This design comes from an exercise in tuning for small area and a short achievable clock period on the open sky130 flow, not from production work.
Power is estimated from default activity; no workload was simulated.

Setup of run 1:
// axi_slave
module axi_slave #(
    parameter AXI_ID_WD   = 2,
    parameter AXI_DATA_WD = 32,
    parameter AXI_ADDR_WD = 32,
    parameter AXI_STRB_WD = 4
    )(
    input                      S_AXI_ACLK,
    input                      S_AXI_ARESETN,
    input  [AXI_ADDR_WD-1 : 0] S_AXI_AWADDR,
    input  [AXI_ID_WD-1   : 0] S_AXI_AWID,
    input  [1 : 0]             S_AXI_AWBURST,
    input  [2 : 0]             S_AXI_AWSIZE,
    input  [7 : 0]             S_AXI_AWLEN,
    input                      S_AXI_AWVALID,
    output                     S_AXI_AWREADY,
    input  [AXI_DATA_WD-1 : 0] S_AXI_WDATA,
    input  [AXI_STRB_WD-1 : 0] S_AXI_WSTRB,
    input                      S_AXI_WLAST,
    input                      S_AXI_WVALID,
    output                     S_AXI_WREADY,
    output [AXI_ID_WD-1   : 0] S_AXI_BID,
    output [1 : 0]             S_AXI_BRESP,
    output                     S_AXI_BVALID,
    input                      S_AXI_BREADY,
    input  [AXI_ADDR_WD-1 : 0] S_AXI_ARADDR,
    input  [AXI_ID_WD-1   : 0] S_AXI_ARID,
    input  [1 : 0]             S_AXI_ARBURST,
    input  [2 : 0]             S_AXI_ARSIZE,
    input  [7 : 0]             S_AXI_ARLEN,
    input                      S_AXI_ARVALID,
    output                     S_AXI_ARREADY,
    output [AXI_DATA_WD-1 : 0] S_AXI_RDATA,
    output                     S_AXI_RLAST,
    output [AXI_ID_WD-1   : 0] S_AXI_RID,
    output [1 : 0]             S_AXI_RRESP,
    output                     S_AXI_RVALID,
    input                      S_AXI_RREADY
    );
==> flow/config.mk <==
export PLATFORM = sky130hd
export DESIGN_NAME = axi_slave
export DESIGN_NICKNAME = axi_slave
export VERILOG_FILES = /design/flow/design.v
export SDC_FILE = /design/flow/constraint.sdc
export NUM_CORES = 4
export LEC_CHECK = 0
export CAP_MARGIN = 20
export CELL_PAD_IN_SITES_DETAIL_PLACEMENT = 2
export CELL_PAD_IN_SITES_GLOBAL_PLACEMENT = 4
export CORE_MARGIN = 2
export CORE_UTILIZATION = 40
export CTS_CLUSTER_DIAMETER = 70
export CTS_CLUSTER_SIZE = 24
export PLACE_DENSITY = 0.6
export SETUP_SLACK_MARGIN = 5
export SLEW_MARGIN = 20
export SYNTH_HIERARCHICAL = 1
export SYNTH_MINIMUM_KEEP_SIZE = 0
export TNS_END_PERCENT = 5
==> flow/constraint.sdc <==
create_clock -name core_clock -period 10.0 [get_ports {S_AXI_ACLK}]
set_input_delay 2.0000 -clock core_clock [delete_from_list [all_inputs] [get_ports {S_AXI_ACLK}]]
set_output_delay 2.0000 -clock core_clock [all_outputs]
set_load 0.01 [all_outputs]
standard.sh (not shown) runs the stock make flow with config.mk's settings and CLKGATE_MAP_FILE= SYNTH_SCRIPT=/design/flow/synth_recipe.tcl, a recipe that flattens the netlist after the stock synthesis.
==> flow/flow/run.sh <==
#!/bin/bash
set -euo pipefail
bash standard.sh SETUP_SLACK_MARGIN=6.5 "BUFFER_PORTS_ARGS=-buffer_cell sky130_fd_sc_hd__buf_2" finish > flow_make.log 2>&1
The following lists how run 2 was set up differently from run 1:
# run 1
export LEC_CHECK = 0
export CAP_MARGIN = 20
export CELL_PAD_IN_SITES_DETAIL_PLACEMENT = 2
export CELL_PAD_IN_SITES_GLOBAL_PLACEMENT = 4
export CORE_MARGIN = 2
export CORE_UTILIZATION = 40
export CTS_CLUSTER_DIAMETER = 70
export CTS_CLUSTER_SIZE = 24
export PLACE_DENSITY = 0.6
export SETUP_SLACK_MARGIN = 5
export SLEW_MARGIN = 20
export SYNTH_HIERARCHICAL = 1
export SYNTH_MINIMUM_KEEP_SIZE = 0
export TNS_END_PERCENT = 5
create_clock -name core_clock -period 10.0 [get_ports {S_AXI_ACLK}]
# run 2
export LEC_CHECK = 0
export CAP_MARGIN = 20
export CELL_PAD_IN_SITES_DETAIL_PLACEMENT = 1
export CELL_PAD_IN_SITES_GLOBAL_PLACEMENT = 2
export CORE_MARGIN = 2
export CORE_UTILIZATION = 50
export CTS_CLUSTER_DIAMETER = 70
export CTS_CLUSTER_SIZE = 24
export PLACE_DENSITY = 0.66
export SETUP_SLACK_MARGIN = 5
export SLEW_MARGIN = 20
export SYNTH_HIERARCHICAL = 1
export SYNTH_MINIMUM_KEEP_SIZE = 0
export TNS_END_PERCENT = 20
create_clock -name core_clock -period 10.0 [get_ports {S_AXI_ACLK}]
Findings:
- Compared with run 1, run 2 shows a lower wire length.
- Cell area is higher on run 2
- Taking run 1 as the reference, in run 2 global-route usage picked up an extra 3.7 points, total power of the final layout moved down, sequential share of layout area fell by 0.41 points, post-detailed-placement cell area went down by 670 um^2, layout-stage area growth over the synthesis result +0.79 points.
- Core occupancy in the finished layout (higher): run 2
- NOTE weighted congestion reported at the end of routability-driven placement run 1->run 2 increased by a little under 10%
### run 2 -> run 3
# run 2
export LEC_CHECK = 0
export CAP_MARGIN = 20
export CELL_PAD_IN_SITES_DETAIL_PLACEMENT = 1
export CELL_PAD_IN_SITES_GLOBAL_PLACEMENT = 2
export CORE_MARGIN = 2
export CORE_UTILIZATION = 50
export CTS_CLUSTER_DIAMETER = 70
export CTS_CLUSTER_SIZE = 24
export PLACE_DENSITY = 0.66
export SETUP_SLACK_MARGIN = 5
export SLEW_MARGIN = 20
export SYNTH_HIERARCHICAL = 1
export SYNTH_MINIMUM_KEEP_SIZE = 0
export TNS_END_PERCENT = 20
create_clock -name core_clock -period 10.0 [get_ports {S_AXI_ACLK}]
# run 3
export LEC_CHECK = 0
export CAP_MARGIN = 20
export CELL_PAD_IN_SITES_DETAIL_PLACEMENT = 2
export CELL_PAD_IN_SITES_GLOBAL_PLACEMENT = 4
export CORE_MARGIN = 2
export CORE_UTILIZATION = 40
export CTS_CLUSTER_DIAMETER = 70
export CTS_CLUSTER_SIZE = 24
export PLACE_DENSITY = 0.6
export SETUP_SLACK_MARGIN = 5
export SLEW_MARGIN = 20
export SYNTH_HIERARCHICAL = 1
export SYNTH_MINIMUM_KEEP_SIZE = 0
export TNS_END_PERCENT = 20
create_clock -name core_clock -period 10.0 [get_ports {S_AXI_ACLK}]
[summary]
Against run 2, run 3 comes in 0.02 ns higher on later-pin clock latency in the skew report.
Run 3 vs run 2: final critical path time including I/O delays and setup up in run 3
Top achievable clock speed: run 3 vs run 2 down 3.0%
Run 3 vs run 2: total number of tap cells up
Diff run 2 -> run 3 | cell area | up slightly
Delta (run 3 minus run 2): global routing met1 resource utilization shows a reduction of 6.0 points, synthesis-to-finish area growth shows an increase of 1.7 points, post-cts gate resize count shows an increase of 42, wire length of the first global-routing pass shows an increase of about 11%.
No functional check of the RTL was part of any run of this note.

==> re-timing with driven ports <==
In the flow no input, the clock included, has a driving cell. The finished layouts below were timed again as built, in two steps.
Step 1 (the two cells are an assumption about what drives the block):
set clk [get_ports {S_AXI_ACLK}]
set_driving_cell -lib_cell sky130_fd_sc_hd__clkbuf_16 $clk
set_driving_cell -lib_cell sky130_fd_sc_hd__buf_2 [delete_from_list [all_inputs] $clk]
Step 2 also shifts input and output timing later by t, the mid clock arrival at the registers, as if the neighbouring blocks saw the same clock.
a / b / c = no drivers / after step 1 / after step 2; a / b = the first two.
run	t, ns	setup slack, ns	pins driven straight from the clock port
run 1	0.917	5.552 / 5.605 / 4.688	1
run 2	0.909	5.772 / 5.786 / 4.877	1
run 3	0.907	5.641 / 5.677 / 4.770	1
After both steps every run listed still meets setup and hold. The setup slack of run 2, which loses most, moves by +0.014 ns with the drivers and by -0.895 ns with both steps.
